Context: an optimization exercise on an open-source flow, tuned for small area. The choices shown serve that exercise and are no tape-out recipe. The RTL was checked by simulation tests, not by an equivalence proof against the original design. Power is estimated from default activity; no workload was simulated.

[config.mk]
export PLATFORM = sky130hd
export DESIGN_NAME = sin_gen
export DESIGN_NICKNAME = sin_gen
export VERILOG_FILES = /design/flow/design.v
export SDC_FILE = /design/flow/constraint.sdc
export NUM_CORES = 4
export LEC_CHECK = 0
export ABC_AREA = 1
export CAP_MARGIN = 20
export CELL_PAD_IN_SITES_DETAIL_PLACEMENT = 1
export CELL_PAD_IN_SITES_GLOBAL_PLACEMENT = 2
export CORE_MARGIN = 2
export CORE_UTILIZATION = 40
export GPL_TIMING_DRIVEN = 1
export PLACE_DENSITY = 0.6
export SLEW_MARGIN = 20
export SYNTH_MEMORY_MAX_BITS = 16384
[constraint.sdc]
create_clock -name core_clock -period 10.0 [get_ports {clk}]
set_input_delay 2.0000 -clock core_clock [delete_from_list [all_inputs] [get_ports {clk}]]
set_output_delay 2.0000 -clock core_clock [all_outputs]
set_load 0.01 [all_outputs]
[design.v]
module sin_gen #(
  parameter phase_width     = 9,
  parameter data_width      = 16,
  parameter sampling_f      = 4535,    
  parameter clock_cnt_width = 13
)(
  input                        clk,         
  input                        rst,         
  input      [phase_width-1:0] phase_incr,  
  output     [phase_width-1:0] phase_out,
  output     [data_width-1:0]  signal_out,
  output                       fs_out       
);
  reg  [8:0]  phase_cnt;    
  reg         ph_s;
  reg         ph_r;
  reg  [6:0]  ph_i;
  reg  [11:0] c;            
  reg         clock_out;    
  wire term = (c & 12'h27f) == 12'h07f;    
  wire fb   = ~(c[11] ^ c[10]);
  wire [6:0] fold;
  wire [6:0] low_or;
  assign low_or[0] = 1'b0;
  genvar gi;
  generate for (gi = 1; gi < 7; gi = gi + 1) begin : g_fold
    assign low_or[gi] = low_or[gi-1] | phase_cnt[gi-1];
  end endgenerate
  assign fold = phase_cnt[6:0] ^ ({7{phase_cnt[7]}} & low_or);
  always @(posedge clk) begin
    if (rst) begin
      phase_cnt <= 9'd0;
      ph_s      <= 1'b0;
      ph_r      <= 1'b0;
      ph_i      <= 7'd0;
      c         <= 12'h0e5;
      clock_out <= 1'b1;
    end else begin
      ph_s <= phase_cnt[8];
      ph_r <= phase_cnt[7];
      ph_i <= fold;
      if (term) begin
        c         <= clock_out ? 12'h072 : 12'h0e5;
        clock_out <= ~clock_out;
        if (!clock_out)
          phase_cnt <= phase_cnt + phase_incr;
      end else begin
        c <= {c[10:0], fb};
      end
    end
  end
  assign phase_out = phase_cnt;
  assign fs_out    = clock_out;
  wire [8:0]  p = {ph_s, ph_r, ph_i};
  wire [15:0] rom;
  wire n26, n27, n28, n29, n30, n31, n32, n33, n34, n35, n36, n37;
  wire n38, n39, n40, n41, n42, n43, n44, n45, n46, n47, n48, n49;
  wire n50, n51, n52, n53, n54, n55, n56, n57, n58, n59, n60, n61;
  wire n62, n63, n64, n65, n66, n67, n68, n69, n70, n71, n72, n73;
  wire n74, n75, n76, n77, n78, n79, n80, n81, n82, n83, n84, n85;
  wire n86, n87, n88, n89, n90, n91, n92, n93, n94, n95, n96, n97;
  wire n98, n99, n100, n101, n102, n103, n104, n105, n106, n107, n108, n109;
  wire n110, n111, n112, n113, n114, n115, n116, n117, n118, n119, n120, n121;
  wire n122, n123, n124, n125, n126, n127, n128, n129, n130, n131, n132, n133;
  wire n134, n135, n136, n137, n138, n139, n140, n141, n142, n143, n144, n145;
  wire n146, n147, n148, n149, n151, n152, n153, n154, n155, n156, n157, n158;
  wire n159, n160, n161, n162, n163, n164, n165, n166, n167, n168, n169, n170;
  wire n171, n172, n173, n174, n175, n176, n177, n178, n179, n180, n181, n182;
  wire n183, n184, n185, n186, n187, n188, n189, n190, n191, n192, n193, n194;
  wire n195, n196, n197, n198, n200, n201, n202, n203, n204, n205, n206, n207;
  wire n208, n209, n210, n211, n212, n213, n214, n215, n216, n217, n218, n219;
  wire n220, n221, n222, n223, n224, n225, n226, n227, n228, n229, n230, n231;
  wire n232, n233, n234, n235, n236, n237, n238, n239, n240, n241, n243, n244;
  wire n245, n246, n247, n248, n249, n250, n251, n252, n253, n254, n255, n256;
  wire n257, n258, n259, n260, n261, n262, n263, n264, n265, n266, n267, n268;
  wire n269, n270, n271, n272, n273, n274, n275, n276, n277, n278, n280, n281;
  wire n282, n283, n284, n285, n286, n287, n288, n289, n290, n291, n292, n293;
  wire n294, n295, n296, n297, n298, n299, n300, n301, n302, n303, n304, n305;
  wire n306, n307, n308, n309, n310, n311, n312, n313, n314, n315, n316, n317;
  wire n319, n320, n321, n322, n323, n324, n325, n326, n327, n328, n329, n330;
  wire n331, n332, n333, n334, n335, n336, n337, n338, n339, n340, n341, n342;
  wire n343, n344, n345, n347, n348, n349, n350, n351, n352, n353, n354, n355;
  wire n356, n357, n358, n359, n360, n361, n362, n363, n364, n365, n366, n367;
  wire n368, n369, n370, n371, n372, n373, n374, n375, n376, n377, n378, n379;
  wire n380, n382, n383, n384, n385, n386, n387, n388, n389, n390, n391, n392;
  wire n393, n394, n395, n396, n397, n398, n399, n400, n401, n402, n403, n404;
  wire n405, n406, n407, n408, n409, n411, n412, n413, n414, n415, n416, n417;
  wire n418, n419, n420, n421, n422, n423, n424, n425, n426, n427, n428, n429;
  wire n430, n431, n432, n433, n434, n436, n437, n438, n439, n440, n441, n442;
  wire n443, n444, n445, n446, n447, n448, n449, n450, n451, n452, n453, n454;
  wire n455, n456, n457, n458, n459, n460, n462, n463, n464, n465, n466, n467;
  wire n468, n469, n470, n471, n472, n473, n474, n475, n476, n477, n478, n479;
  wire n480, n481, n482, n483, n484, n485, n487, n488, n489, n490, n491, n492;
  wire n493, n494, n495, n496, n497, n498, n499, n501, n502, n503, n504, n505;
  wire n506, n507, n509, n510, n511, n513;
  assign n26 = ~p[0] & p[1];
  assign n27 = p[0] & ~p[1];
  assign n28 = ~n26 & ~n27;
  assign n29 = p[3] & ~n28;
  assign n30 = ~p[1] & ~p[2];
  assign n31 = p[4] & ~n30;
  assign n32 = n29 & n31;
  assign n33 = ~p[0] & ~p[2];
  assign n34 = ~p[0] & ~p[1];
  assign n35 = ~p[4] & ~n34;
  assign n36 = p[0] & p[1];
  assign n37 = ~p[0] & p[2];
  assign n38 = p[0] & ~p[2];
  assign n39 = ~n37 & ~n38;
  assign n40 = ~n36 & n39;
  assign n41 = p[2] & p[3];
  assign n42 = ~p[1] & n41;
  assign n43 = ~p[3] & n36;
  assign n44 = ~n33 & ~n43;
  assign n45 = ~n42 & n44;
  assign n46 = ~n40 & ~n45;
  assign n47 = ~p[2] & n29;
  assign n48 = ~n46 & ~n47;
  assign n49 = n35 & n48;
  assign n50 = p[1] & p[2];
  assign n51 = ~n30 & ~n50;
  assign n52 = p[0] & n51;
  assign n53 = ~n26 & ~n52;
  assign n54 = ~p[3] & p[4];
  assign n55 = n53 & n54;
  assign n56 = ~p[3] & n35;
  assign n57 = p[2] & ~n26;
  assign n58 = ~n27 & n57;
  assign n59 = n56 & ~n58;
  assign n60 = ~n55 & ~n59;
  assign n61 = ~n49 & n60;
  assign n62 = ~n33 & ~n61;
  assign n63 = ~n32 & ~n62;
  assign n64 = ~p[5] & ~n63;
  assign n65 = ~p[3] & ~n39;
  assign n66 = ~p[4] & ~n65;
  assign n67 = p[3] & n28;
  assign n68 = p[1] & ~p[2];
  assign n69 = n67 & ~n68;
  assign n70 = ~n42 & ~n69;
  assign n71 = n66 & n70;
  assign n72 = ~p[2] & ~p[3];
  assign n73 = n34 & n72;
  assign n74 = p[4] & ~n73;
  assign n75 = p[3] & ~n50;
  assign n76 = ~n39 & n75;
  assign n77 = ~n27 & ~n76;
  assign n78 = n74 & n77;
  assign n79 = p[5] & ~n78;
  assign n80 = ~n71 & n79;
  assign n81 = ~n64 & ~n80;
  assign n82 = ~p[6] & ~n81;
  assign n83 = n29 & ~n39;
  assign n84 = ~p[0] & ~p[3];
  assign n85 = n51 & n84;
  assign n86 = ~p[4] & ~n85;
  assign n87 = ~n83 & n86;
  assign n88 = p[4] & n48;
  assign n89 = ~n87 & ~n88;
  assign n90 = p[5] & ~n89;
  assign n91 = ~n33 & n53;
  assign n92 = ~p[2] & n26;
  assign n93 = ~n91 & ~n92;
  assign n94 = p[3] & ~n93;
  assign n95 = p[1] & n72;
  assign n96 = p[2] & ~p[3];
  assign n97 = ~n36 & n96;
  assign n98 = ~n95 & ~n97;
  assign n99 = ~n94 & n98;
  assign n100 = ~p[4] & ~n99;
  assign n101 = ~n47 & ~n83;
  assign n102 = n74 & n101;
  assign n103 = ~p[2] & ~n36;
  assign n104 = ~p[3] & ~n50;
  assign n105 = ~n103 & n104;
  assign n106 = ~n94 & ~n105;
  assign n107 = n102 & n106;
  assign n108 = ~p[5] & ~n107;
  assign n109 = ~n100 & n108;
  assign n110 = ~n90 & ~n109;
  assign n111 = p[6] & ~n110;
  assign n112 = ~n82 & ~n111;
  assign n113 = ~p[4] & ~n50;
  assign n114 = n68 & n84;
  assign n115 = n113 & ~n114;
  assign n116 = ~n102 & ~n115;
  assign n117 = p[5] & ~n116;
  assign n118 = p[2] & ~n36;
  assign n119 = p[3] & p[4];
  assign n120 = n118 & n119;
  assign n121 = p[3] & ~p[4];
  assign n122 = n33 & n121;
  assign n123 = p[1] & n122;
  assign n124 = ~p[5] & ~n123;
  assign n125 = ~n120 & n124;
  assign n126 = ~n117 & ~n125;
  assign n127 = ~p[6] & ~n126;
  assign n128 = p[4] & n47;
  assign n129 = ~n122 & ~n128;
  assign n130 = p[5] & ~n129;
  assign n131 = ~p[2] & p[3];
  assign n132 = ~n38 & ~n50;
  assign n133 = ~n131 & n132;
  assign n134 = p[4] & ~p[5];
  assign n135 = p[0] & p[3];
  assign n136 = n134 & ~n135;
  assign n137 = ~n133 & n136;
  assign n138 = ~p[4] & ~p[5];
  assign n139 = p[0] & n138;
  assign n140 = p[1] & p[3];
  assign n141 = n139 & ~n140;
  assign n142 = n98 & n141;
  assign n143 = p[6] & ~n142;
  assign n144 = ~n137 & n143;
  assign n145 = ~n130 & n144;
  assign n146 = p[8] & ~n145;
  assign n147 = ~n127 & n146;
  assign n148 = n112 & n147;
  assign n149 = ~n112 & ~n147;
  assign rom[0] = n148 | n149;
  assign n151 = p[8] & n149;
  assign n152 = p[2] & ~n34;
  assign n153 = ~n103 & ~n152;
  assign n154 = ~n96 & ~n131;
  assign n155 = ~n153 & n154;
  assign n156 = p[1] & n155;
  assign n157 = ~p[1] & ~n33;
  assign n158 = n54 & ~n157;
  assign n159 = ~n119 & ~n158;
  assign n160 = ~n156 & ~n159;
  assign n161 = ~n26 & n154;
  assign n162 = n26 & n96;
  assign n163 = ~n27 & ~n162;
  assign n164 = ~n161 & n163;
  assign n165 = ~p[4] & ~n164;
  assign n166 = ~n160 & ~n165;
  assign n167 = p[5] & ~n166;
  assign n168 = p[4] & ~n37;
  assign n169 = ~n119 & ~n168;
  assign n170 = n52 & ~n96;
  assign n171 = ~n169 & ~n170;
  assign n172 = ~p[5] & ~n171;
  assign n173 = ~n49 & n172;
  assign n174 = ~n167 & ~n173;
  assign n175 = p[6] & ~n174;
  assign n176 = ~p[4] & n45;
  assign n177 = p[1] & ~n176;
  assign n178 = p[3] & ~n37;
  assign n179 = ~n68 & n178;
  assign n180 = ~n177 & ~n179;
  assign n181 = p[1] & ~p[3];
  assign n182 = p[4] & ~n181;
  assign n183 = ~n68 & n182;
  assign n184 = ~p[5] & ~n183;
  assign n185 = ~n180 & n184;
  assign n186 = ~n47 & n86;
  assign n187 = ~p[3] & ~n36;
  assign n188 = ~n33 & n187;
  assign n189 = p[4] & ~n38;
  assign n190 = ~n54 & ~n189;
  assign n191 = ~n188 & ~n190;
  assign n192 = ~n186 & ~n191;
  assign n193 = p[5] & ~n192;
  assign n194 = ~p[6] & ~n193;
  assign n195 = ~n185 & n194;
  assign n196 = ~n175 & ~n195;
  assign n197 = n151 & n196;
  assign n198 = ~n151 & ~n196;
  assign rom[1] = ~n197 & ~n198;
  assign n200 = p[8] & ~n198;
  assign n201 = ~p[3] & n34;
  assign n202 = n189 & ~n201;
  assign n203 = ~n30 & n178;
  assign n204 = n66 & ~n203;
  assign n205 = ~n202 & ~n204;
  assign n206 = ~p[5] & ~n205;
  assign n207 = ~n57 & n93;
  assign n208 = n119 & ~n207;
  assign n209 = ~p[3] & ~n52;
  assign n210 = n189 & n209;
  assign n211 = n57 & n121;
  assign n212 = p[5] & ~n211;
  assign n213 = ~n59 & n212;
  assign n214 = ~n122 & n213;
  assign n215 = ~n210 & n214;
  assign n216 = ~n208 & n215;
  assign n217 = ~n206 & ~n216;
  assign n218 = p[6] & ~n217;
  assign n219 = p[3] & n53;
  assign n220 = ~n95 & ~n219;
  assign n221 = ~n83 & n220;
  assign n222 = ~n188 & n221;
  assign n223 = n189 & ~n222;
  assign n224 = n66 & ~n201;
  assign n225 = n101 & n224;
  assign n226 = ~n94 & n225;
  assign n227 = p[5] & ~n226;
  assign n228 = ~n223 & n227;
  assign n229 = ~p[4] & n154;
  assign n230 = ~n219 & n229;
  assign n231 = p[4] & ~n85;
  assign n232 = ~p[3] & n33;
  assign n233 = ~n179 & ~n232;
  assign n234 = n231 & n233;
  assign n235 = ~p[5] & ~n234;
  assign n236 = ~n230 & n235;
  assign n237 = ~p[6] & ~n236;
  assign n238 = ~n228 & n237;
  assign n239 = ~n218 & ~n238;
  assign n240 = n200 & n239;
  assign n241 = ~n200 & ~n239;
  assign rom[2] = ~n240 & ~n241;
  assign n243 = p[8] & ~n241;
  assign n244 = p[4] & n45;
  assign n245 = n213 & ~n244;
  assign n246 = n154 & ~n187;
  assign n247 = ~n34 & ~n246;
  assign n248 = n134 & ~n247;
  assign n249 = ~n139 & ~n248;
  assign n250 = ~n69 & ~n249;
  assign n251 = ~n245 & ~n250;
  assign n252 = ~p[6] & ~n251;
  assign n253 = ~n91 & n168;
  assign n254 = ~n106 & n253;
  assign n255 = ~p[3] & ~n93;
  assign n256 = ~p[1] & p[3];
  assign n257 = ~n255 & ~n256;
  assign n258 = ~p[4] & ~n257;
  assign n259 = n76 & ~n253;
  assign n260 = ~p[5] & ~n259;
  assign n261 = ~n258 & n260;
  assign n262 = ~n254 & n261;
  assign n263 = p[2] & ~n84;
  assign n264 = ~n170 & n263;
  assign n265 = ~n255 & ~n264;
  assign n266 = p[4] & ~n265;
  assign n267 = ~n38 & n209;
  assign n268 = ~p[4] & ~n267;
  assign n269 = n75 & ~n103;
  assign n270 = ~n118 & ~n269;
  assign n271 = n268 & n270;
  assign n272 = p[5] & ~n271;
  assign n273 = ~n266 & n272;
  assign n274 = p[6] & ~n273;
  assign n275 = ~n262 & n274;
  assign n276 = ~n252 & ~n275;
  assign n277 = ~n243 & n276;
  assign n278 = n243 & ~n276;
  assign rom[3] = ~n277 & ~n278;
  assign n280 = p[8] & ~n277;
  assign n281 = p[4] & n37;
  assign n282 = ~n253 & ~n281;
  assign n283 = n220 & ~n282;
  assign n284 = n51 & ~n152;
  assign n285 = ~n154 & ~n284;
  assign n286 = n106 & ~n285;
  assign n287 = p[1] & ~n263;
  assign n288 = ~p[3] & ~n287;
  assign n289 = ~p[4] & ~n288;
  assign n290 = ~n83 & n289;
  assign n291 = ~n286 & n290;
  assign n292 = ~n283 & ~n291;
  assign n293 = p[5] & ~n292;
  assign n294 = ~n34 & n154;
  assign n295 = n231 & ~n294;
  assign n296 = p[1] & ~p[4];
  assign n297 = ~p[5] & ~n296;
  assign n298 = ~n295 & n297;
  assign n299 = ~n293 & ~n298;
  assign n300 = ~p[6] & ~n299;
  assign n301 = ~p[4] & ~n221;
  assign n302 = p[4] & ~n187;
  assign n303 = ~n76 & n302;
  assign n304 = p[5] & ~n303;
  assign n305 = ~n301 & n304;
  assign n306 = ~n26 & ~n29;
  assign n307 = ~n285 & n306;
  assign n308 = ~p[4] & ~n307;
  assign n309 = ~p[5] & ~n158;
  assign n310 = ~n308 & n309;
  assign n311 = ~n305 & ~n310;
  assign n312 = ~n70 & n134;
  assign n313 = p[6] & ~n312;
  assign n314 = ~n311 & n313;
  assign n315 = ~n300 & ~n314;
  assign n316 = ~n280 & ~n315;
  assign n317 = n280 & n315;
  assign rom[4] = ~n316 & ~n317;
  assign n319 = p[8] & ~n316;
  assign n320 = ~p[4] & ~n97;
  assign n321 = n29 & ~n37;
  assign n322 = n320 & ~n321;
  assign n323 = p[4] & ~n40;
  assign n324 = p[5] & ~n323;
  assign n325 = ~n322 & n324;
  assign n326 = p[4] & n73;
  assign n327 = p[2] & ~p[4];
  assign n328 = ~p[5] & ~n327;
  assign n329 = ~n326 & n328;
  assign n330 = ~n325 & ~n329;
  assign n331 = ~p[6] & ~n330;
  assign n332 = ~n83 & n327;
  assign n333 = ~n128 & ~n210;
  assign n334 = ~n332 & n333;
  assign n335 = p[5] & ~n334;
  assign n336 = ~n114 & ~n190;
  assign n337 = ~n264 & n336;
  assign n338 = ~p[4] & ~n155;
  assign n339 = ~p[5] & ~n338;
  assign n340 = ~n337 & n339;
  assign n341 = ~n335 & ~n340;
  assign n342 = p[6] & ~n341;
  assign n343 = ~n331 & ~n342;
  assign n344 = ~n319 & n343;
  assign n345 = n319 & ~n343;
  assign rom[5] = n344 | n345;
  assign n347 = ~p[6] & n138;
  assign n348 = n73 & n347;
  assign n349 = p[8] & ~n348;
  assign n350 = ~p[0] & ~n121;
  assign n351 = ~n326 & n350;
  assign n352 = p[0] & n121;
  assign n353 = ~p[5] & ~n352;
  assign n354 = ~n351 & n353;
  assign n355 = p[3] & ~n284;
  assign n356 = ~p[3] & ~n152;
  assign n357 = n51 & n356;
  assign n358 = ~n355 & ~n357;
  assign n359 = ~n337 & n358;
  assign n360 = n183 & ~n359;
  assign n361 = p[3] & n91;
  assign n362 = n268 & ~n361;
  assign n363 = p[5] & ~n362;
  assign n364 = ~n360 & n363;
  assign n365 = ~n354 & ~n364;
  assign n366 = ~p[6] & ~n365;
  assign n367 = ~n39 & ~n42;
  assign n368 = ~n170 & ~n367;
  assign n369 = ~p[4] & ~n368;
  assign n370 = n34 & n131;
  assign n371 = n182 & ~n370;
  assign n372 = p[5] & ~n371;
  assign n373 = ~n369 & n372;
  assign n374 = ~n105 & n134;
  assign n375 = ~n219 & n374;
  assign n376 = p[6] & ~n375;
  assign n377 = ~n373 & n376;
  assign n378 = ~n366 & ~n377;
  assign n379 = ~n349 & n378;
  assign n380 = n349 & ~n378;
  assign rom[6] = ~n379 & ~n380;
  assign n382 = ~n56 & ~n296;
  assign n383 = ~n43 & ~n382;
  assign n384 = n28 & n74;
  assign n385 = ~p[6] & ~n384;
  assign n386 = ~n383 & n385;
  assign n387 = n31 & ~n140;
  assign n388 = p[0] & ~n387;
  assign n389 = p[6] & ~n281;
  assign n390 = ~n388 & n389;
  assign n391 = ~n386 & ~n390;
  assign n392 = ~p[5] & ~n391;
  assign n393 = n51 & n54;
  assign n394 = n39 & n45;
  assign n395 = ~p[4] & ~n287;
  assign n396 = ~n394 & n395;
  assign n397 = ~n393 & ~n396;
  assign n398 = p[6] & ~n397;
  assign n399 = p[3] & n207;
  assign n400 = n289 & ~n399;
  assign n401 = n37 & ~n256;
  assign n402 = n189 & ~n401;
  assign n403 = ~p[6] & ~n402;
  assign n404 = ~n400 & n403;
  assign n405 = ~n398 & ~n404;
  assign n406 = p[5] & ~n405;
  assign n407 = ~n392 & ~n406;
  assign n408 = n349 & ~n407;
  assign n409 = ~n349 & n407;
  assign rom[7] = n408 | n409;
  assign n411 = ~n67 & n160;
  assign n412 = ~n122 & ~n258;
  assign n413 = ~n219 & ~n412;
  assign n414 = ~n411 & ~n413;
  assign n415 = p[5] & ~n414;
  assign n416 = p[2] & n368;
  assign n417 = n186 & ~n416;
  assign n418 = ~p[5] & ~n253;
  assign n419 = ~n417 & n418;
  assign n420 = ~n415 & ~n419;
  assign n421 = ~p[6] & ~n420;
  assign n422 = ~n43 & n358;
  assign n423 = p[4] & ~n422;
  assign n424 = ~n296 & ~n423;
  assign n425 = ~p[5] & ~n424;
  assign n426 = ~n41 & n320;
  assign n427 = p[5] & ~n119;
  assign n428 = ~n31 & n427;
  assign n429 = ~n426 & n428;
  assign n430 = p[6] & ~n429;
  assign n431 = ~n425 & n430;
  assign n432 = ~n421 & ~n431;
  assign n433 = ~n349 & n432;
  assign n434 = n349 & ~n432;
  assign rom[8] = ~n433 & ~n434;
  assign n436 = n86 & n133;
  assign n437 = n74 & ~n96;
  assign n438 = ~n269 & n437;
  assign n439 = ~n436 & ~n438;
  assign n440 = p[5] & ~n439;
  assign n441 = p[3] & ~n153;
  assign n442 = ~p[4] & ~n105;
  assign n443 = ~n441 & n442;
  assign n444 = n134 & n358;
  assign n445 = ~n443 & ~n444;
  assign n446 = ~n440 & n445;
  assign n447 = ~p[6] & ~n446;
  assign n448 = ~p[4] & p[5];
  assign n449 = ~n154 & n448;
  assign n450 = ~p[4] & ~n51;
  assign n451 = p[3] & n152;
  assign n452 = p[4] & n98;
  assign n453 = ~n451 & n452;
  assign n454 = ~n450 & ~n453;
  assign n455 = ~p[5] & ~n454;
  assign n456 = ~n449 & ~n455;
  assign n457 = p[6] & ~n456;
  assign n458 = ~n447 & ~n457;
  assign n459 = n349 & ~n458;
  assign n460 = ~n349 & n458;
  assign rom[9] = n459 | n460;
  assign n462 = p[3] & ~n103;
  assign n463 = ~p[4] & ~n462;
  assign n464 = p[4] & ~n285;
  assign n465 = ~n463 & ~n464;
  assign n466 = ~p[3] & n113;
  assign n467 = ~p[5] & ~n466;
  assign n468 = ~n465 & n467;
  assign n469 = ~n356 & n463;
  assign n470 = n74 & ~n75;
  assign n471 = ~n469 & ~n470;
  assign n472 = p[5] & ~n471;
  assign n473 = ~n468 & ~n472;
  assign n474 = ~p[6] & ~n473;
  assign n475 = n50 & ~n281;
  assign n476 = ~p[3] & ~n475;
  assign n477 = n140 & n327;
  assign n478 = ~p[5] & ~n477;
  assign n479 = ~n476 & n478;
  assign n480 = n72 & n448;
  assign n481 = p[6] & ~n480;
  assign n482 = ~n479 & n481;
  assign n483 = ~n474 & ~n482;
  assign n484 = n349 & ~n483;
  assign n485 = ~n349 & n483;
  assign rom[10] = ~n484 & ~n485;
  assign n487 = ~n119 & ~n463;
  assign n488 = p[4] & ~n356;
  assign n489 = ~p[5] & ~n488;
  assign n490 = n487 & n489;
  assign n491 = p[5] & ~n487;
  assign n492 = ~p[6] & ~n491;
  assign n493 = ~n490 & n492;
  assign n494 = ~n72 & n302;
  assign n495 = p[6] & n467;
  assign n496 = ~n494 & n495;
  assign n497 = ~n493 & ~n496;
  assign n498 = ~n349 & n497;
  assign n499 = n349 & ~n497;
  assign rom[11] = n498 | n499;
  assign n501 = p[5] & ~n463;
  assign n502 = ~n489 & ~n501;
  assign n503 = ~p[6] & ~n502;
  assign n504 = ~p[5] & n466;
  assign n505 = ~n503 & ~n504;
  assign n506 = n349 & ~n505;
  assign n507 = ~n349 & n505;
  assign rom[12] = n506 | n507;
  assign n509 = ~p[6] & ~n501;
  assign n510 = n349 & ~n509;
  assign n511 = ~n349 & n509;
  assign rom[13] = ~n510 & ~n511;
  assign n513 = p[7] & n348;
  assign rom[14] = n349 | n513;
  assign rom[15] = p[8] & rom[14];
  assign signal_out = rom;
endmodule
[flow/run.sh]
#!/bin/bash
set -euo pipefail
W=$PWD
mkdir -p "$W/myscripts"
cp -r "$FLOW_HOME/scripts/." "$W/myscripts/"
cp "$W/flow/abc_area.script" "$W/myscripts/abc_area.script"
bash standard.sh "SCRIPTS_DIR=$W/myscripts" "ADDER_MAP_FILE=" synth > "$W/synth.log" 2>&1
R=$W/orfs/results/$FLOW_PLATFORM/sin_gen/base
python3 "$W/flow/upsize.py" "$R/1_2_yosys.v" > "$W/upsize.log" 2>&1
rm -f "$R/1_synth.odb" "$R/1_synth.sdc"
bash standard.sh "SCRIPTS_DIR=$W/myscripts" "ADDER_MAP_FILE=" synth > "$W/synth2.log" 2>&1
bash standard.sh "BUFFER_PORTS_ARGS=-buffer_cell sky130_fd_sc_hd__buf_1" \
  "CTS_ARGS=-sink_clustering_enable -repair_clock_nets -buf_list sky130_fd_sc_hd__clkbuf_4 -dont_use_dummy_load" \
  finish > "$W/layout.log" 2>&1
[flow/abc_area.script]
strash
&get -n
&dch -f
&nf -R 1000
&put
topo
[flow/upsize.py]
#!/usr/bin/env python3
"""Give flip-flops that drive a large fanout a stronger drive (dfxtp_1 -> dfxtp_2/4)
in the synthesised netlist, instead of leaving the placer to buffer their nets.
Only the drive strength of a register's cell changes; its type and name stay."""
import re, sys
fn = sys.argv[1]
v = open(fn).read()
insts = re.findall(r'(sky130_fd_sc_hd__\w+)\s+(\\?\S+)\s*\((.*?)\);', v, re.S)
loads = {}
for typ, name, pins in insts:
    for pin, net in re.findall(r'\.(\w+)\(([^()]*)\)', pins):
        if pin not in ('X', 'Y', 'Q', 'Q_N', 'COUT', 'SUM'):
            loads[net.strip()] = loads.get(net.strip(), 0) + 1
out = v
for typ, name, pins in insts:
    if typ != 'sky130_fd_sc_hd__dfxtp_1':
        continue
    q = dict((a, b.strip()) for a, b in re.findall(r'\.(\w+)\(([^()]*)\)', pins))['Q']
    n = loads.get(q, 0)
    new = 'sky130_fd_sc_hd__dfxtp_4' if n > 24 else 'sky130_fd_sc_hd__dfxtp_2' if n > 12 else None
    if new:
        old = '%s %s' % (typ, name)
        assert out.count(old) == 1, old
        out = out.replace(old, '%s %s' % (new, name))
        print('%s: %d loads -> %s' % (name, n, new))
open(fn, 'w').write(out)
[standard.sh]
#!/bin/bash
# synth_recipe.tcl (not shown) runs the flow's synth.tcl, then flattens the netlist and writes it again
# the make line also repeats each setting of config.mk as NAME=value (left out here)
make -C /OpenROAD-flow-scripts/flow DESIGN_CONFIG=/design/flow/config.mk WORK_HOME=/design/flow/orfs CLKGATE_MAP_FILE= SYNTH_SCRIPT=/design/flow/synth_recipe.tcl "${@:-finish}"
==> results of run 1 <==
==> final cells by class <==
class                      instances  area share, %
tap                               96           3.81
multi-input combinational        373           68.6
sequential                        31           20.4
inverter                           7          0.834
clock buffer                       5           1.19
timing repair buffer              40           5.24
==> worst min path at each step <==
stage          start    to
4_1_cts         c[1]  c[2]
2_1_floorplan   c[7]  c[8]
6_report        c[1]  c[2]
5_1_grt         c[7]  c[8]
3_5_place_dp    c[8]  c[9]
3_3_place_gp    c[7]  c[8]
==> cells by family (layout without fill, tap and decap cells) <==
family / after synthesis / count (layout)
AO/OA/AOI/OAI: 149 / 149
XOR/XNOR: 36 / 36
adder cells (fa/ha/maj): 6 / 6
buffers and inverters: 8 / 52
flip-flops: 31 / 31
multiplexers: 1 / 1
AND/OR/NAND/NOR: 181 / 181
==> state kept, by name, indices dropped and copies added (netlist names) <==
| signal | flops |
|---|---|
| c | 12 |
| clock_out | 1 |
| ph_i | 7 |
| ph_r | 1 |
| ph_s | 1 |
| phase_cnt | 9 |
==> power by group <==
group	switching (W)	leakage [nW]	internal [W]
Combinational	0.00000558	0.809	0.00000418
Sequential	0.00000127	0.258	0.000125
Clock	0.0000384	0.0230	0.0000234
==> through the flow <==
stage	cells	power, W	setup slack, ns	util, %
3_5_place_dp	547	0.000139	4.12	45.6
5_1_grt	552	0.000208	3.32	46.1
4_1_cts	552	0.000199	3.70	46.1
3_3_place_gp	547	0.000138	4.24	45.6
6_report	552	0.000198	3.67	46.1
2_1_floorplan	412	0.000134	4.83	-
==> placed cells by master (no fill, tap or decap), types with 11 or more instances in the layout <==
cell type / synthesis / routed
nand2_1: 58 / 58
nor2_1: 53 / 53
a21oi_1: 46 / 46
buf_1: 0 / 36
o21ai_0: 33 / 33
dfxtp_1: 31 / 24
xnor2_1: 19 / 19
xor2_1: 17 / 17
nor3_1: 16 / 16
nand3_1: 13 / 13
a211oi_1: 13 / 13
and2_0: 11 / 11
==> layer usage <==
metal / up-vias / GRT usage [%]
met2: 220 / 47.5
met1: 1635 / 39.0
met3: 62 / 3.77
li1: 1631 / -
met5: - / 0
met4: 0 / 20.1
==> worst register-to-register path: stages (launching register included) <==
cell	delay, ns
dfxtp_1	0.47
xnor2_1	0.19
o21ai_0	0.16
maj3_1	0.42
maj3_1	0.42
maj3_1	0.42
maj3_1	0.41
maj3_1	0.40
maj3_1	0.38
o21ai_0	0.15
a21oi_1	0.07
a21oi_1	0.15
o21a_1	0.14
==> impl_results.md, run 1 <==
- Final Skew: 0.0195 ns
- Static leakage: 1.09 nW
- Most common cell in the netlist: nand2_1
- Routed met1 length: 4560 um
- # hold bufs at CTS: 0
- Synth cell types: between 40 and 50
- Synthesized-area fraction occupied by adder cells: about 2.1%
- Simple-gate share of the synthesized area: 29.3%
- Chip Area, Yosys: 2810 um2
- Row count: 30
- Buf+Inv Stages, Crit Path: 2
- Tot GR Track Use: 30.3%
- Post-layout minimum cycle time: 6.33 ns
- Initial antenna violation count: 0
- FMAX: 158 MHz
- Drt wl/cell: 20.4 um
- Mapped Cells: 412
- Layout cells sized above 1: approximately 3.7%
- Routed via count: 3,548
- Status: timing/DRC/antenna clean
- Area delta synth->final: 11.4%
- Final cycle utilization of the critical path: 63.3%
- Routed met2 length: 5070 um
- Main combinational cell family by area after synthesis: compound AO/OA/AOI/OAI gates
- Most numerous cell on the critical path: nand2_1
- Worst path arrival time: 4.33 ns
- Register area: 642 um2
- Delay-heaviest family, CP: simple AND/OR/NAND/NOR gates
- Post-CTS setup buffers: 0
- FF-to-FF setup slack: 6.17 ns
- Iter 0 DRT Violations: 471
- Bufs on Longest Clock Path: 2
- Crit path from: ph_i[2]
- Final setup viols: 0
- Gpl congestion: 1.09
- Htree depth: 2
- Multi-input logic area: 2160 um2
- Port Buf Inserts: 36
- Total CTS buffers: 5
- Portion of netlist area occupied by mux cells: 0.357%
- Crit path max fanout: 24
- Reg-to-reg startpoint: phase_cnt[1]
- Max VDD drop: 82.0 uV
- Compound-Gate Fraction of Synth Area: 33.6%
- Ranking of synthesized cells by area: dfxtp_1, a21oi_1, nand2_1
- Worst slew margin: 34.5%
- Antenna cells: 0
- Ys flop type: dfxtp_1
- Cell area after placement: ~3100 um2
- Remaining DRCs: 0
- EDFF count, synth: 0
- Avg Inst Size Synth: 6.87 um2
- Filler Cells Inserted: 932
- Vias in the first global route: 3,460
- Vias/cell: 6.43
- Hold WC Path Type: flip-flop to flip-flop
- Initial Util: 41.4%
- Nets@finish: 469
- Critical path's slowest cell: dfxtp_2
- Post-synth top area cell: dfxtp_1
- Post-Route WL: 11,300 um
- CP cell instances: clkinv_1 > nor2_1 > nor2_1 > nand2_1 > nand3_1 > o21ai_0 > a21o_1 > nor3_1 > or3_1 > a21oi_1 > nand3_1 > nand2_1 > nand2_1 > nand2b_1 > o31ai_1 > xor2_1 > buf_1
- Nature of the critical path startpoint: flip-flop
- Final Max Tran Viols: 0
- Final setup TNS: 0 ns
- Min Hold Slack: 0.452 ns
- Reg-to-reg endpoint: phase_cnt[8]
- Die height: 88.1 um
- Met3 routed WL: 920 um
- Critical path class: flip-flop to output pin
- Req. time, crit path: approximately 8.0 ns
- Post-Synth XOR/XNOR Area: between 10% and 20%
- Finished Cell Area: 3150 um2
- Chip Width: 88.1 um
- Final ANT Viol Nets: 0
- Die Footprint: 7760 um2
- Synthesized net count: 423
- Skew-Pair Late Insertion Delay: around 0.33 ns
- Actual slew at the worst max-slew pin: 0.983 ns
- Post-synthesis sequential area ratio: 22.1%
- Largest net degree at the start of global routing: 50
- Synthesis-stage register bit count: 31
- CP endpoint: signal_out[5]
- First-pass GRT wire length: ~18,000 um
- Hold violation total from the final report: 0
- Max-Cap Viols: 0
- CTS tree: yes
- Cells on Worst Hold Path: 2
- Top layer in use: met4
- Ys Warns: 1
- DR pass1 iterations: 6
- Unrepaired setup endpoints after global routing: false
- Post-cts resize count: 0
- CTS Sinks: 31
- Core ar.: ~6800 um2
- I/O pin count: 37
- Power per cell area: 62.7 nW/um2
- Clock-pin slew on the worst setup and hold paths: roughly 0.10 ns
- Delay of the slowest critical-path stage: 0.64 ns
- Top-area cell type share of the netlist area: 22.1%
- GRT overflow: 0
- Post-synth ARST share: 0%
- Clk Tree Root Cell: clkbuf_4
- Worst r2r path cells: 12
- Instance count on the critical path: 17
- Post-detail-place hpwl: 8290 um
- Critical Path Sink Type: output pin
- Most frequent cells after synthesis: nand2_1, nor2_1, a21oi_1
- Mapped Area: 2830 um2
==> inputs of run 2 (changes only) <==
--- a/config.mk
+++ b/config.mk
@@ -12,6 +12,5 @@
 export CORE_MARGIN = 2
 export CORE_UTILIZATION = 40
 export GPL_TIMING_DRIVEN = 1
-export PLACE_DENSITY = 0.6
 export SLEW_MARGIN = 20
 export SYNTH_MEMORY_MAX_BITS = 16384
==> run 2 against run 1 <==
  * Still clean on timing, DRC and antenna
  * Register-to-register slack about the same
  * Clock power barely moved
  * First-iteration DRC count stayed put
  * Clock skew unchanged
  * Final area stayed put
  * Critical path depth stayed put
  * Global-route usage unchanged
  * Non-clock buffer count is the same
  * Combinational power barely moved
  * Fmax unchanged
  * Sequential power barely moved
==> impl_results.md, run 2 <==
- Skew-Pair Late Insertion Delay: roughly 0.33 ns
- Compound-Gate Fraction of Synth Area: ~34%
- Iter 0 DRT Violations: 471
- Unrepaired setup endpoints after global routing: false
- Post-synth ARST share: 0%
- Most common cell in the netlist: nand2_1
- Port Buf Inserts: 36
- Synthesized-area fraction occupied by adder cells: 2.14%
- Largest registers: c: 12 flops, phase_cnt: 9 flops, ph_i: 7 flops
- Switch share: 22.9%
- Ranking of synthesized cells by area: dfxtp_1, a21oi_1, nand2_1
- First-pass GRT wire length: 18,200 um
- CP cell instances: clkinv_1 > nor2_1 > nor2_1 > nand2_1 > nand3_1 > o21ai_0 > a21o_1 > nor3_1 > or3_1 > a21oi_1 > nand3_1 > nand2_1 > nand2_1 > nand2b_1 > o31ai_1 > xor2_1 > buf_1
- Reg-to-reg endpoint: phase_cnt[8]
- Synth cell types: 47
- Critical Path Sink Type: output pin
- Setup slack after layout: 3.67 ns
- Int Power: 0.000152 W
- Worst r2r path cells: 12
- Layout cells sized above 1: under 10%
- FF-to-FF setup slack: 6.17 ns
- Max FFs per register: 12
- Largest net degree at the start of global routing: 50
- DR pass1 iterations: 6
- Final Max Tran Viols: 0
- Bufs on Longest Clock Path: 2
- Final setup TNS: 0 ns
- Post-CTS setup buffers: 0
- Clk Tree Root Cell: clkbuf_4
- Buf+Inv Stages, Crit Path: 2
- Core ar.: 6830 um2
- Crit path max fanout: 24
- Chip Area, Yosys: approximately 2800 um2
- Most numerous cell on the critical path: nand2_1
- Commonest non-fill, non-tap cell in the layout: nand2_1
- # hold bufs at CTS: 0
- Antenna cells: 0
- Filler Cells Inserted: 932
- Largest reg by FF count: c
- Critical path's slowest cell: dfxtp_2
- Die Footprint: between 7000 and 8000 um2
- Vias in the first global route: 3,460
- Worst slew margin: about 34%
- Vias/cell: 6.43
- Htree depth: 2
- FMAX: 158 MHz
- Top-area cell type share of the netlist area: 22.1%
- Tot GR Track Use: 30.3%
- Status: timing/DRC/antenna clean
- Synthesized net count: ~420
- Routed via count: 3,548
- Simple-gate share of the synthesized area: 29.3%
- Most frequent cells after synthesis: nand2_1, nor2_1, a21oi_1
- I/O pin count: 37
- GRT overflow: 0
- Critical path class: flip-flop to output pin
- Post-Route WL: approximately 11,000 um
- Drt wl/cell: 20.4 um
- Worst path arrival time: between 4 and 5 ns
- Req. time, crit path: 8.00 ns
- Final cycle utilization of the critical path: 63.3%
- CTS tree: yes
- Mapped Area: 2830 um2
- Die height: 88.1 um
- Chip Width: 88.1 um
- Row count: 30
- Part of the power in registers: 63.8%
- Total CTS buffers: 5
- Hold WC Path Type: flip-flop to flip-flop
- Max-Cap Viols: 0
- Post-layout minimum cycle time: 6.33 ns
- Pre-CTS setup slack: just over 4 ns
- Ys flop type: dfxtp_1
- EDFF count, synth: 0
- Initial antenna violation count: 0
- Actual slew at the worst max-slew pin: 0.983 ns
- Clock share of power: about 31%
- Final Skew: a little under 0.02 ns
- Mapped Cells: between 400 and 500
- Pwr Total: 0.000198 W
- Post-synth top area cell: dfxtp_1
- Main combinational cell family by area after synthesis: compound AO/OA/AOI/OAI gates
- Final ANT Viol Nets: 0
- Static leakage: 1.09 nW
- Clock-pin slew on the worst setup and hold paths: around 0.10 ns
- Nature of the critical path startpoint: flip-flop
- Post-detail-place hpwl: 8290 um
- Post-cts resize count: 0
- Synthesis-stage register bit count: 31
- Max VDD drop: 82.0 uV
- CTS Sinks: 31
- Power per cell area: 62.7 nW/um2
- Final setup viols: 0
- Crit path from: ph_i[2]
- Nets@finish: 469
- Post-synthesis sequential area ratio: approximately 22%
- Combinational Power Share: around 5%
- Endpoint, Worst Hold: c[2]
- Delay-heaviest family, CP: simple AND/OR/NAND/NOR gates
- Delay of the slowest critical-path stage: 0.64 ns
- Most frequent cells in the layout: nand2_1, nor2_1, a21oi_1
- Cells on Worst Hold Path: 2
- Worst Hold Launch: c[1]
- Avg Inst Size Synth: 6.87 um2
- Remaining DRCs: 0
- Reg-to-reg startpoint: phase_cnt[1]
- Hold violation total from the final report: 0
- Ys Warns: 1
- Net switching power: 0.0000453 W
- Post-Synth XOR/XNOR Area: 11.2%
- Area delta synth->final: 11.4%
- Gpl congestion: around 1.1
- Portion of netlist area occupied by mux cells: 0.357%
- Initial Util: 41.4%
## run 2: cell counts after synthesis
Identical to the previous run, type by type.
## run 2: logic make-up after synthesis
logic type	Yosys count
xor+xnor	36
buf+inv	8
fa+ha+maj	6
mux	1
simple gates	181
compound gates	149
flops	31
## run 2: metrics by stage
| step | util [%] | hold WS (ns) | std cells | area [um2] |
|---|---|---|---|---|
| floorplan | - | 0.407 | 412 | 2830 |
| global placement | 45.6 | 0.411 | 547 | 3110 |
| detailed placement | 45.6 | 0.439 | 547 | 3110 |
| CTS | 46.1 | 0.454 | 552 | 3150 |
| global route | 46.1 | 0.474 | 552 | 3150 |
| finish | 46.1 | 0.452 | 552 | 3150 |
## run 2: routing by layer
metal	track usage, %	up-vias	share of wire [%]
met2	47.5	220	45
met5	0	-	0
met3	3.77	62	8.2
met4	20.1	0	6.6
li1	-	1631	-
met1	39.0	1635	40
## run 2: power groups by stage
stage	clock network [W]	logic [W]	registers, W
2_1_floorplan	0	0.00000533	0.000129
3_3_place_gp	0	0.00000926	0.000129
3_5_place_dp	0	0.00000982	0.000129
4_1_cts	0.0000627	0.00000995	0.000126
5_1_grt	0.0000697	0.0000114	0.000126
6_report	0.0000619	0.00000976	0.000126
## run 2: cell type report
cell class	count	area, um2	area share [%]
sequential	31	642	20.4
multi-input combinational	373	2160	68.6
inverter	7	26.3	0.834
timing repair buffer	40	165	5.24
clock buffer	5	37.5	1.19
tap	96	120	3.81
## run 2: worst max-delay path by stage
stage | endpoint | slack (ns) | depth (start not counted)
6_report | signal_out[5] | 3.67 | 17
5_1_grt | signal_out[4] | 3.32 | 17
4_1_cts | signal_out[5] | 3.70 | 17
3_5_place_dp | signal_out[4] | 4.12 | 17
3_3_place_gp | signal_out[4] | 4.24 | 17
2_1_floorplan | phase_cnt[8] | 4.83 | 12
## run 2: worst min-delay path: cells and delay by family, from the launching register on
| family | cells | cell delay [ns] |
|---|---|---|
| simple gates | 2 | 0.09 |
| flops | 1 | 0.32 |
==> inputs of run 3 (changes only) <==
--- a/flow/run.sh
+++ b/flow/run.sh
@@ -10,5 +10,5 @@
 rm -f "$R/1_synth.odb" "$R/1_synth.sdc"
 bash standard.sh "SCRIPTS_DIR=$W/myscripts" "ADDER_MAP_FILE=" synth > "$W/synth2.log" 2>&1
 bash standard.sh "BUFFER_PORTS_ARGS=-buffer_cell sky130_fd_sc_hd__buf_1" \
-  "CTS_ARGS=-sink_clustering_enable -repair_clock_nets -buf_list sky130_fd_sc_hd__clkbuf_4 -dont_use_dummy_load" \
+  "CTS_ARGS=-sink_clustering_enable -sink_clustering_size 40 -repair_clock_nets -buf_list sky130_fd_sc_hd__clkbuf_16 -dont_use_dummy_load" \
   finish > "$W/layout.log" 2>&1
==> run 3 against run 2 <==
  * Sequential share of layout area is 0.55 points lower
  * Still clean
  * First-iteration DRC count shrank 14%
  * Final area is 2.8% higher
==> impl_results.md, run 3 <==
- Status: timing/DRC/antenna clean
- Final setup TNS: 0 ns
- I/O pin count: 37
- Drt wl/cell: ~21 um
- Post-Synth XOR/XNOR Area: 11.2%
- First-pass GRT wire length: 18,400 um
- Bufs on Longest Clock Path: 2
- Mapped Area: 2830 um2
- Final setup viols: 0
- Post-layout minimum cycle time: 6.32 ns
- Final cycle utilization of the critical path: 63.2%
- Post-synth ARST share: 0%
- Final Skew: 0.0117 ns
- Post-Route WL: roughly 11,000 um
- Post-synth top area cell: dfxtp_1
- Skew-Pair Late Insertion Delay: 0.28 ns
- Tot GR Track Use: 30.6%
- Ys Warns: 1
- Critical Path Sink Type: output pin
- Most frequent cells after synthesis: nand2_1, nor2_1, a21oi_1
- Post-synthesis sequential area ratio: 22.1%
- Remaining DRCs: 0
- Max-Cap Viols: 0
- Core ar.: 6830 um2
- Filler Cells Inserted: 919
- Static leakage: about 1.1 nW
- Crit path max fanout: 24
- Most frequent cells in the layout: nand2_1, nor2_1, a21oi_1
- EDFF count, synth: 0
- # hold bufs at CTS: 0
- Hold violation total from the final report: 0
- Max FFs per register: 12
- Synthesis-stage register bit count: 31
- Cell area after placement: 3110 um2
- Largest net degree at the start of global routing: 50
- Antenna cells: 0
- Nature of the critical path startpoint: flip-flop
- Mapped Cells: about 410
- Row count: 30
- Largest reg by FF count: c
- Unrepaired setup endpoints after global routing: false
- Ys flop type: dfxtp_1
- Post-detail-place hpwl: roughly 8300 um
- Clock-pin slew on the worst setup and hold paths: around 0.05 ns
- Port Buf Inserts: 36
- Synthesized-area fraction occupied by adder cells: 2.14%
- Ranking of synthesized cells by area: dfxtp_1, a21oi_1, nand2_1
- Portion of netlist area occupied by mux cells: 0.357%
- Top-area cell type share of the netlist area: 22.1%
- Chip Width: 88.1 um
- GRT overflow: 0
- Synthesized net count: 423
- CTS tree: yes
- Largest registers: c: 12 flops, phase_cnt: 9 flops, ph_i: 7 flops
- Compound-Gate Fraction of Synth Area: 33.6%
- Synth cell types: 47
- Post-cts resize count: 0
- Finished Cell Area: about 3200 um2
- Simple-gate share of the synthesized area: 29.3%
- Most common cell in the netlist: nand2_1
- Final Max Tran Viols: 0
- Routed via count: around 3,600
- Vias/cell: 6.54
- Critical path class: flip-flop to output pin
- Register area: 642 um2
- Post-CTS setup buffers: 0
- Nets@finish: about 470
- Multi-input logic area: between 2000 and 2500 um2
- Worst slew margin: 34.4%
- FMAX: ~160 MHz
- Htree depth: 2
- Die Footprint: slightly below 8000 um2
- Final ANT Viol Nets: 0
- DR pass1 iterations: 5
- Avg Inst Size Synth: 6.87 um2
- Vias in the first global route: 3,443
- Gpl congestion: 1.09
- Actual slew at the worst max-slew pin: approximately 0.98 ns
- Chip Area, Yosys: 2810 um2
- Initial antenna violation count: 0
- Clk Tree Root Cell: clkbuf_16
- Main combinational cell family by area after synthesis: compound AO/OA/AOI/OAI gates
- Total CTS buffers: 5
- Power per cell area: around 83 nW/um2
- Max VDD drop: 112 uV
- Commonest non-fill, non-tap cell in the layout: nand2_1
- Initial Util: a little over 40%
- Worst path arrival time: 4.32 ns
- Die height: 88.1 um
- Iter 0 DRT Violations: 405
- CTS Sinks: 31
- Area delta synth->final: 14.5%
- Req. time, crit path: 8.00 ns
- Layout cells sized above 1: 3.73%
- Hold WC Path Type: flip-flop to flip-flop
- Pwr Total: 0.000270 W
-- run 3: cell counts after synthesis --
No cell type changed its count.
-- run 3: through the flow --
stage	setup WS [ns]	hold slack [ns]	utilization, %	cells
floorplan	4.83	0.407	-	412
detailed placement	4.12	0.439	45.6	547
global placement	4.24	0.411	45.6	547
CTS	3.75	0.445	47.4	552
finish	3.68	0.448	47.4	552
global route	3.38	0.446	47.4	552
-- run 3: final timing paths --
kind | from | endpoint | slack [ns] | depth (start not counted)
hold / removal | c[5] | c[6] | 0.45 | 1
setup reg to reg | phase_cnt[1] | phase_cnt[8] | 6.15 | 12
hold reg to reg | c[5] | c[6] | 0.45 | 1
setup / recovery | ph_i[2] | signal_out[5] | 3.68 | 17
-- run 3: kinds of logic (layout without fill, tap and decap cells) --
logic type | count (synthesis) | in the layout
AOI/OAI and AO/OA | 149 | 149
xor gates and xnor gates | 36 | 36
adders and majority gates | 6 | 6
muxes | 1 | 1
buffers and inverters | 8 | 52
DFF | 31 | 31
and+or+nand+nor | 181 | 181
-- run 3: layer usage --
layer,share of wire [%],up-vias,global-route usage [%]
met5,0,-,0
met4,6.4,0,20.5
met3,8.2,61,4.62
met2,44,227,47.0
met1,41,1690,39.6
li1,-,1630,-
-- run 3: report_power, final --
group | leakage [nW] | switching [W] | total [W] | internal [W]
clock | 0.0616 | 0.0000468 | 0.000134 | 0.0000873
combinational | 0.809 | 0.00000552 | 0.00000969 | 0.00000418
sequential | 0.258 | 0.00000128 | 0.000127 | 0.000125
total | 1.13 | 0.0000536 | 0.000270 | 0.000217
-- run 3: area by class of cell --
| class | count | area share [%] |
|---|---|---|
| clock buffers | 5 | 3.86 |
| inverters | 7 | 0.811 |
| multi-input cells | 373 | 66.7 |
| flip-flops and latches | 31 | 19.8 |
| well taps | 96 | 3.71 |
| repair buffers | 40 | 5.10 |
-- run 3: worst max-delay path, cell delays in order, from the launching register on --
cell and delay [ns]:
dfxtp_2 0.62, clkinv_1 0.30, nor2_1 0.55, nor2_1 0.16, nand2_1 0.21, nand3_1 0.13
o21ai_0 0.26, a21o_1 0.24, nor3_1 0.05, or3_1 0.36, a21oi_1 0.22, nand3_1 0.15
nand2_1 0.09, nand2_1 0.08, nand2b_1 0.16, o31ai_1 0.11, xor2_1 0.18, buf_1 0.16

[afterwards: timing with drivers on the ports]
In the flow no input, the clock included, has a driving cell. The finished layouts below were timed again as built, in two steps.
Step 1, drivers: a clkbuf_16 drives clk and a buf_2 each remaining input, both assumed.
Step 2 times the ports against the registers' clock, not the clock port: input delays grow and output delays shrink by t, the midpoint of the rising clock arrivals with the driver on.
a / b / c = no drivers / after step 1 / after step 2; a / b = the first two.
| run | shift t [ns] | setup slack, ns | worst setup path after step 2 | slew at the worst register clock pin (ns) |
|---|---|---|---|---|
| run 1 | 0.345 | 3.671 / 3.647 / 3.992 | register to output | 0.10 / 0.10 |
| run 2 | 0.345 | 3.671 / 3.647 / 3.992 | register to output | 0.10 / 0.10 |
| run 3 | 0.302 | 3.681 / 3.648 / 3.950 | register to output | 0.05 / 0.05 |
After both steps every run listed still meets setup and hold.
